This design comes from an exercise in tuning for small area on the open sky130 flow, not from production work.
In this exercise RTL edits were held to simulation tests only and were not proved equivalent to the original.
No activity file was given, so power comes from the tool's default toggle rates.

==> design.v <==
`timescale 1ns / 1ps
module top_FIFO(Read_Data, Write_Data, Full, Empty, Half_Empty, Clock, Reset, WE, RE, EN);
parameter M = 32;
parameter N = 16;
localparam A = $clog2(M);          
integer i;                         
output logic [N-1:0] Read_Data;    
output logic Full, Empty, Half_Empty;
input [N-1:0] Write_Data;          
input Clock, Reset, WE, RE, EN;    
logic [A:0] Write_Pointer, Read_Pointer;  
logic [A:0] Count;                        
logic [N-1:0] Memory [M-1:0];     
assign Count = Write_Pointer - Read_Pointer;
assign Full = ( (Count == M) ? 1 : 0 );
assign Empty = (Write_Pointer == Read_Pointer) ? 1 : 0;
assign Half_Empty = ( (Count <= (M/2)) ? 1 : 0 );
always @(posedge Clock)
begin
  if (EN == 0)
  begin
    if (Reset)
      begin
        for (i=0; i<=(M-1); i++)
        begin
            Memory[i] <= 0;
        end
        Read_Data <= 0; Write_Pointer <= 0; Read_Pointer <= 0;
      end
    else if (WE & !Full)
      begin
        Memory[Write_Pointer[A-1:0]] <= Write_Data;
        Write_Pointer <= Write_Pointer + 1;
      end
    else if (RE & !Empty)
      begin
        Read_Data <= Memory[Read_Pointer[A-1:0]];
        Read_Pointer <= Read_Pointer + 1;
      end
  end
  else
  begin
  end
end
endmodule
==> run.sh <==
#!/bin/bash
# synth_recipe.tcl (not shown) runs the flow's synth.tcl, then flattens the netlist and writes it again
# the make line also repeats each setting of config.mk as NAME=value (left out here)
make -C /OpenROAD-flow-scripts/flow DESIGN_CONFIG=/design/flow/config.mk WORK_HOME=/design/flow/orfs CLKGATE_MAP_FILE= SYNTH_SCRIPT=/design/flow/synth_recipe.tcl finish
==> config.mk <==
export PLATFORM = sky130hd
export DESIGN_NAME = top_FIFO
export DESIGN_NICKNAME = top_FIFO
export VERILOG_FILES = /design/flow/design.v
export SDC_FILE = /design/flow/constraint.sdc
export NUM_CORES = 4
export LEC_CHECK = 0
export CAP_MARGIN = 20
export CORE_MARGIN = 2
export CORE_UTILIZATION = 40
export SLEW_MARGIN = 20
==> constraint.sdc <==
create_clock -name core_clock -period 6.0 [get_ports {Clock}]
set_input_delay 1.2000 -clock core_clock [delete_from_list [all_inputs] [get_ports {Clock}]]
set_output_delay 1.2000 -clock core_clock [all_outputs]
set_load 0.01 [all_outputs]
==> flow_summary.ini, run 1 <==
[sta]
hold_viol = 0
period_share = 0.834
timing.fmax_mhz = 200
rsz0062_at_grt = false
finClkSkew_ns = 0.0291
slew_viol_final = 0
fin_crit_ns = 5.00
fin_tns_setup_ns = 0
setup_viol = 0
maxSlewHeadroom = 0.230
tightest_slew_ns = 1.15

[synth]
ys_types = 50
synth_top_area_frac = 0.675
synth-async-reset-ratio = 0
syn_area_sq_um = 24000
avgSynthCellArea_sq_um = 14.1
muxShareOfSynthArea = 0.119
synth_simple_gate_area_frac = 0.110
synth_compound_area_frac = 0.0525
synth_edf_count = 540
synth_seq_cells = 540
yosysTopAreaCell = edfxtp_1
synth_xor_area_frac = 0.00401
ys_warn_count = 1
synth_top_family_by_area = multiplexers
dominantRegCellSynth = edfxtp_1
synthTopCellsByArea = edfxtp_1, mux4_2, nor2_1, nand2_1, buf_6
synthTopCellsByCount = nor2_1, edfxtp_1, nand2_1
syn_inst = 1701
synth.most_common_cell = nor2_1
synth_fa_ha_area_frac = 0.00521
ys_seq_area_frac = 0.675

[place]
hpwl_um = 44900
gp_congestion = 0.860
place_inst = 2457
dpl-instance-area_sq_um = 25200
io_buffers = 39

[setup_path]
rr_endpoint = Memory[30][3]$_SDFFCE_PN0P_
crit_type = register to output pin
cp-end-kind = output pin
timing.rr.start = Read_Pointer[3]$_SDFFCE_PP0P_
critPathMaxFanout = 14
r2r_setup_slack_ns = 2.12
worstSetupStartpointType = register
reg2regPathDepth = 9
crit_arrival_ns = 3.80
crit_required_ns = 4.80

[clocking]
cts_buffer_depth = 3
postCtsHoldBufs = 0
clock-root-buffer = clkbuf_16
numCtsBuffers = 56
cts_tree = built
clock_sinks = 540
cts.clk_slew.worst_paths_ns = 0.06
post_cts_buffers = 0
htree_levels = 2
ctsResizeCount = 0
clk_latency_ns = 0.63

[detailed_routing]
vias = 15115
dr.pass1.iters = 7
ant_nets = 0
remaining_drc_errors = 0
drt_wl_total_um = 71500
drt_iter0_drc = 1822
wl_per_cell_um = 27.9
avgViaCountPerCell = 5.91

[layout]
drive_gt1_frac = 0.186
multi_input_area_sq_um = 7150
syn_to_final_growth_pct = 12.8
nNetsFinal = 1773
n_fill_cell = 5192
finalInstanceArea_sq_um = 27100
regArea_sq_um = 16200
n_antenna_cell = 0
final_cells = 2558
final_core_util = 0.458

[global_routing]
gr-total-overflow = 0
track_usage = 0.232
grt_pass1_vias = 14967
grt_pass1_wl_um = 104000
grt_max_degree = 121
antenna_found_initial = 0

[floorplan]
coreArea_sq_um = 59100
die_height_um = 249
die_x_um = 249
start_util = 0.406
num_rows = 89
die_area_sq_um = 62000
top_level_ports = 40

[min_path]
hold-path-cell-count = 1
worstHoldStart = Write_Pointer[0]$_SDFFCE_PP0P_
worstHoldEndpoint = Write_Pointer[0]$_SDFFCE_PP0P_
min-delay-path-class = register to register

[pwr]
cellPowerDensity_nw_per_um2 = 319
cellLeakagePower_nw = 8.75
ir_drop_mv = 0.254
p_total_mw = 8.64

[status]
status = finished clean

[run]
maxCapViolations = 0
state kept, by name, indices dropped and copies added (netlist names):
| register | flops |
|---|---|
| Read_Data | 16 |
| Memory | 512 |
| Read_Pointer | 6 |
| Write_Pointer | 6 |
worst max-delay path by stage:
| stage | depth (start not counted) | to | slack, ns | startpoint |
|---|---|---|---|---|
| 3_3_place_gp | 7 | Full | 1.76 | Write_Pointer[2]$_SDFFCE_PP0P_ |
| 2_1_floorplan | 6 | Memory[16][0]$_SDFFCE_PN0P_ | 1.96 | Reset |
| 3_5_place_dp | 7 | Full | 1.63 | Write_Pointer[2]$_SDFFCE_PP0P_ |
| 4_1_cts | 7 | Full | 0.98 | Write_Pointer[2]$_SDFFCE_PP0P_ |
| 6_report | 7 | Full | 1.0 | Write_Pointer[2]$_SDFFCE_PP0P_ |
| 5_1_grt | 8 | Full | 0.80 | Read_Pointer[3]$_SDFFCE_PP0P_ |
per-layer routing:
metal / global-route usage / up-vias / wire [um]
li1: - / 6379 / -
met1: 0.320 / 7854 / 28600
met2: 0.374 / 745 / 34100
met3: 0.0390 / 137 / 6550
met4: 0.0791 / 0 / 2190
met5: 0 / - / 0
placed cells by master, fill, tap and decap left out, types with 3 or more instances in the layout:
cell,count
nor2_1,552
edfxtp_1,540
nand2_1,112
mux4_2,101
clkbuf_16,56
buf_4,56
clkdlybuf4s50_1,39
mux2_2,36
o21ai_2,33
a21oi_1,22
mux2i_1,18
a221oi_1,17
a22oi_1,17
clkinv_2,15
o22ai_1,14
o21ai_0,11
ha_1,10
clkinv_1,9
a31oi_1,9
inv_1,8
o211ai_4,8
a211oi_1,8
a41o_1,8
bufinv_16,8
xnor2_1,7
a22o_1,7
o32ai_1,7
nor2b_1,5
clkbuf_1,5
xor2_1,4
o21a_1,3
nand3_1,3
nor2_2,3
inv_6,3
cells by family (layout without fill, tap and decap cells):
family / after synthesis / count (layout)
AND/OR/NAND/NOR: 689 / 689
flip-flops: 540 / 540
AO/OA/AOI/OAI: 173 / 173
buffers and inverters: 123 / 207
XOR/XNOR: 11 / 11
adder cells (fa/ha/maj): 10 / 10
multiplexers: 155 / 155
critical path, stage by stage, from the launching register on:
cell	delay [ns]
edfxtp_1	0.53
ha_1	0.41
o21ai_1	0.14
a21oi_1	0.11
or4_1	0.43
o311a_2	0.31
nor2_1	0.58
clkdlybuf4s50_1	0.67
through the flow:
| step | setup slack (ns) | hold slack [ns] |
|---|---|---|
| global route | 0.805 | 0.697 |
| global placement | 1.76 | 0.642 |
| CTS | 0.983 | 0.663 |
| floorplan | 1.96 | 0.599 |
| detailed placement | 1.63 | 0.655 |
| finish | 0.998 | 0.653 |
report_power, final:
part           total (mW)  switching [mW]  internal [mW]
sequential           4.30          0.0356           4.26
clock                3.57            1.51           2.06
combinational       0.768           0.525          0.243
area by class of cell:
| cell class | instances | area share |
|---|---|---|
| sequential | 540 | 0.599 |
| tap | 773 | 0.0357 |
| multi-input combinational | 1038 | 0.264 |
| inverter | 9 | 0.00125 |
| clock inverter | 40 | 0.0163 |
| clock buffer | 61 | 0.0524 |
| timing repair buffer | 97 | 0.0314 |
==> run 2, diff against run 1 <==
==> design.v (replaced) <==
`timescale 1ns / 1ps
module top_FIFO(Read_Data, Write_Data, Full, Empty, Half_Empty, Clock, Reset, WE, RE, EN);
parameter M = 32;
parameter N = 16;
localparam A = $clog2(M);
output logic [N-1:0] Read_Data;
output logic Full, Empty, Half_Empty;
input [N-1:0] Write_Data;
input Clock, Reset, WE, RE, EN;
logic [A:0] Count;                
logic [N-1:0] Memory [M-1:0];     
logic [N-1:0] Next [M-1:0];
logic Write, Read, Keep;
logic [M-1:0] Sel;                
logic [N-1:0] Oldest;
assign Full = Count[A];
assign Empty = (Count == 0);
assign Half_Empty = (Count <= (M/2));
assign Write = !EN && !Reset && WE && !Full;
assign Read  = !EN && !Reset && !(WE && !Full) && RE && !Empty;
assign Keep  = !Write;
genvar g, b;
generate
  for (g = 0; g < M; g++)
  begin : row
    for (b = 0; b < N; b++)
    begin : col
      fifo_hold h (.q(Memory[g][b]), .k(Keep), .qp(g == 0 ? Write_Data[b] : Memory[g == 0 ? 0 : g-1][b]),
                   .s(Write), .d(Next[g][b]));
    end
  end
endgenerate
always @(posedge Clock)
  for (int i = 0; i < M; i++) Memory[i] <= Next[i];
always_comb
  for (int i = 0; i < M; i++) Sel[i] = (Count == i + 1);
logic [N-1:0] Part_n [10:0];
generate
  for (g = 0; g < 11; g++)
  begin : grp
    for (b = 0; b < N; b++)
    begin : col
      fifo_ao222_n a (.a1(Sel[3*g]), .b1(Memory[3*g][b]),
                      .a2(Sel[3*g+1]), .b2(Memory[3*g+1][b]),
                      .a3(g < 10 ? Sel[g < 10 ? 3*g+2 : 0] : 1'b0),
                      .b3(g < 10 ? Memory[g < 10 ? 3*g+2 : 0][b] : 1'b0),
                      .y_n(Part_n[g][b]));
    end
  end
endgenerate
always_comb
begin
  Oldest = '0;
  for (int j = 0; j < 11; j++) Oldest = Oldest | ~Part_n[j];
end
always @(posedge Clock)
begin
  if (!EN)
  begin
    if (Reset)
    begin
      Count <= 0;
      Read_Data <= 0;
    end
    else if (Write)
      Count <= Count + 1;
    else if (Read)
    begin
      Count <= Count - 1;
      Read_Data <= Oldest;
    end
  end
end
endmodule
module fifo_hold(input q, input k, input qp, input s, output d);
assign d = (q & k) | (qp & s);
endmodule
module fifo_ao222_n(input a1, input b1, input a2, input b2, input a3, input b3, output y_n);
assign y_n = !((a1 & b1) | (a2 & b2) | (a3 & b3));
endmodule
--- a/config.mk
+++ b/config.mk
@@ -9,3 +9,5 @@
 export CORE_MARGIN = 2
 export CORE_UTILIZATION = 40
 export SLEW_MARGIN = 20
+export SYNTH_HIERARCHICAL = 1
+export SYNTH_MINIMUM_KEEP_SIZE = 0
==> flow_summary.ini, run 2 <==
[layout]
final_cells = 2173
syn_to_final_growth_pct = 17.8
final_cell_mix = dfxtp_1, a22o_1, a222oi_1
drive_gt1_frac = 0.0810
n_fill_cell = 3941
top_regs = Memory: 512 flops, Read_Data: 16 flops, Count: 6 flops
nNetsFinal = 1567
n_antenna_cell = 0
largest-register = Memory
largest_reg_flops = 512

[detailed_routing]
ant_nets = 0
avgViaCountPerCell = 6.06
remaining_drc_errors = 0
dr.pass1.iters = 9
vias = 13170
drt_wl_total_um = 42400
wl_per_cell_um = 19.5
drt_iter0_drc = 1815

[sta]
maxSlewHeadroom = 0.194
finalHoldWorstSlack_ns = 0.490
tightest_slew_ns = 1.21
rsz0062_at_grt = false
hold_viol = 0
slew_viol_final = 0
finClkSkew_ns = 0.0153
fin_crit_ns = 3.76
timing.fmax_mhz = 266
fin_tns_setup_ns = 0
setup_viol = 0
period_share = 0.627

[floorplan]
coreArea_sq_um = 44400
die_x_um = 217
die_area_sq_um = 47000
start_util = 0.407
die_height_um = 217
num_rows = 77
top_level_ports = 40

[setup_path]
critPathLaunch = Reset
reg2regPathDepth = 5
critPathMaxFanout = 158
crit_required_ns = 6.52
setup.worst_path.end = Memory[26][3]$_DFF_P_
crit_arrival_ns = 4.28
r2r_setup_slack_ns = 2.92
crit_type = input port to register
cp-end-kind = register
rr_endpoint = Memory[26][3]$_DFF_P_
timing.rr.start = Count[5]$_SDFFCE_PP0P_
worstSetupStartpointType = input port

[clocking]
ctsResizeCount = 0
clock_sinks = 534
cts_buffer_depth = 3
postCtsHoldBufs = 0
clk_latency_ns = 0.59
cts.clk_slew.worst_paths_ns = 0.06
post_cts_buffers = 0
htree_levels = 2
numCtsBuffers = 52
clock-root-buffer = clkbuf_16
cts_tree = built

[status]
status = finished clean

[global_routing]
antenna_found_initial = 0
grt_max_degree = 256
gr-total-overflow = 0
track_usage = 0.177
grt_pass1_vias = 11987
grt_pass1_wl_um = 68000

[synth]
synth_top_area_frac = 0.566
ys_warn_count = 11
dominantRegCellSynth = dfxtp_1
synth-async-reset-ratio = 0
synth_edf_count = 22
yosysTopAreaCell = dfxtp_1
syn_inst = 1386
synth_seq_cells = 534
syn_area_sq_um = 18100
synthTopCellsByArea = dfxtp_1, a22o_1, a222oi_1, edfxtp_1, nor2_1
avgSynthCellArea_sq_um = 13.1
ys_seq_area_frac = 0.603
ys_types = 33
synthTopCellsByCount = a22o_1, dfxtp_1, a222oi_1

[place]
hpwl_um = 25600
gp_congestion = 0.765
place_inst = 2078
io_buffers = 39

[pwr]
cellLeakagePower_nw = 7.84
ir_drop_mv = 0.208
p_sw_mw = 1.66
cellPowerDensity_nw_per_um2 = 348
p_int_mw = 5.75
p_total_mw = 7.41
clkPwrFrac = 0.422
seqPwrFrac = 0.525
combPwrFrac = 0.053
switching_share = 0.224

[min_path]
worstHoldStart = Memory[31][1]$_DFF_P_
min-delay-path-class = register to register

[run]
maxCapViolations = 0
==> run 2: cell count changes in the layout (fill, tap and decap cells not counted), moves of 101 or more <==
cell and change:
edfxtp_1 -518, dfxtp_1 +512, nand2_1 -104, nor2_1 -498
a222oi_1 +176, a22o_1 +505, mux4_2 -101
==> run 2: area by class of cell <==
class                   count  area (sq um)  area share
well taps                 592           741      0.0347
multi-input cells         868          7250       0.340
inverters                   6          30.0     0.00141
repair buffers             79           748      0.0351
flip-flops and latches    534         10900       0.512
clock buffers              77          1520      0.0711
clock inverters            17           119     0.00558
==> run 2: worst min path at each step <==
stage / endpoint / slack, ns / cells past startpoint
floorplan: Memory[31][0]$_DFF_P_ / 0.46 / 1
global placement: Memory[31][12]$_DFF_P_ / 0.47 / 1
detailed placement: Memory[31][9]$_DFF_P_ / 0.47 / 1
CTS: Memory[31][12]$_DFF_P_ / 0.49 / 1
global route: Memory[5][2]$_DFF_P_ / 0.51 / 1
finish: Memory[31][1]$_DFF_P_ / 0.49 / 1
==> run 2: critical path, cell delays in order <==
cell             delay [ns]
clkdlybuf4s50_1        0.40
buf_4                  0.25
nor4b_4                0.47
buf_12                 0.52
buf_12                 0.47
buf_16                 0.48
a22o_1                 0.22
==> run 2: cell families after synthesis <==
logic type / Yosys count / share of synthesized area
and+or+nand+nor: 112 / 0.0306
muxes: 4 / 0.00235
other: 1 / 0.000207
xor gates and xnor gates: 2 / 0.000968
AOI/OAI and AO/OA: 713 / 0.356
adders and majority gates: 5 / 0.00346
buffers and inverters: 15 / 0.00366
DFF: 534 / 0.603
==> run 2: routing by layer <==
layer  GRT usage  routed length [um]  up-vias
met5           0                   0        -
met1       0.270               21400     6409
met4      0.0511                 618        0
li1            -                   -     6402
met3      0.0284                2220       44
met2       0.255               18100      315
==> run 2: Yosys stat by module (local to each module, per instance) <==
module | flops+latches | cells inside
fifo_hold | 0 | 1
top_FIFO | 534 | 698
fifo_ao222_n | 0 | 1
==> run 2: power by group through the flow <==
stage	clock (mW)	combinational, mW	sequential, mW
3_5_place_dp	0	0.389	3.97
6_report	3.13	0.392	3.89
2_1_floorplan	0	0.288	3.94
5_1_grt	3.35	0.429	3.92
4_1_cts	3.21	0.391	3.89
3_3_place_gp	0	0.379	3.96
==> run 2: through the flow <==
| step | setup WS [ns] | area, sq um | util |
|---|---|---|---|
| 2_1_floorplan | -33.41 | 18200 | - |
| 3_3_place_gp | 1.87 | 19700 | 0.443 |
| 3_5_place_dp | 1.79 | 19700 | 0.443 |
| 4_1_cts | 2.41 | 21300 | 0.479 |
| 5_1_grt | 2.08 | 21300 | 0.480 |
| 6_report | 2.24 | 21300 | 0.480 |

==> port drivers added, routing unchanged <==
How much do the figures lean on ideal ports? The routed layouts below were timed once more, with nothing changed but the port constraints. Step 1 sets driving cells, clkbuf_16 on the clock port and buf_2 on the other inputs (assumed; they add their load-dependent delay and slew). Step 2 times the ports against the registers' clock, not the clock port: input delays grow and output delays shrink by t, the midpoint of the rising clock arrivals with the driver on. Slacks: no drivers / after step 1 / after step 2; pairs: no drivers / after step 1.
| run | t (ns) | setup slack, ns | hold WS [ns] | worst setup path after step 2 | pins driven straight from the clock port |
|---|---|---|---|---|---|
| run 1 | 0.667 | 0.998 / 0.944 / 1.611 | 0.653 / 0.653 / 0.653 | register to output | 1 |
| run 2 | 0.635 | 2.240 / 2.269 / 1.634 | 0.490 / 0.490 / 0.490 | input to register | 1 |
After both steps setup and hold are still met in every run listed. For run 2, which loses most, drivers alone change the setup slack by +0.029 ns; drivers and shift together by -0.606 ns.
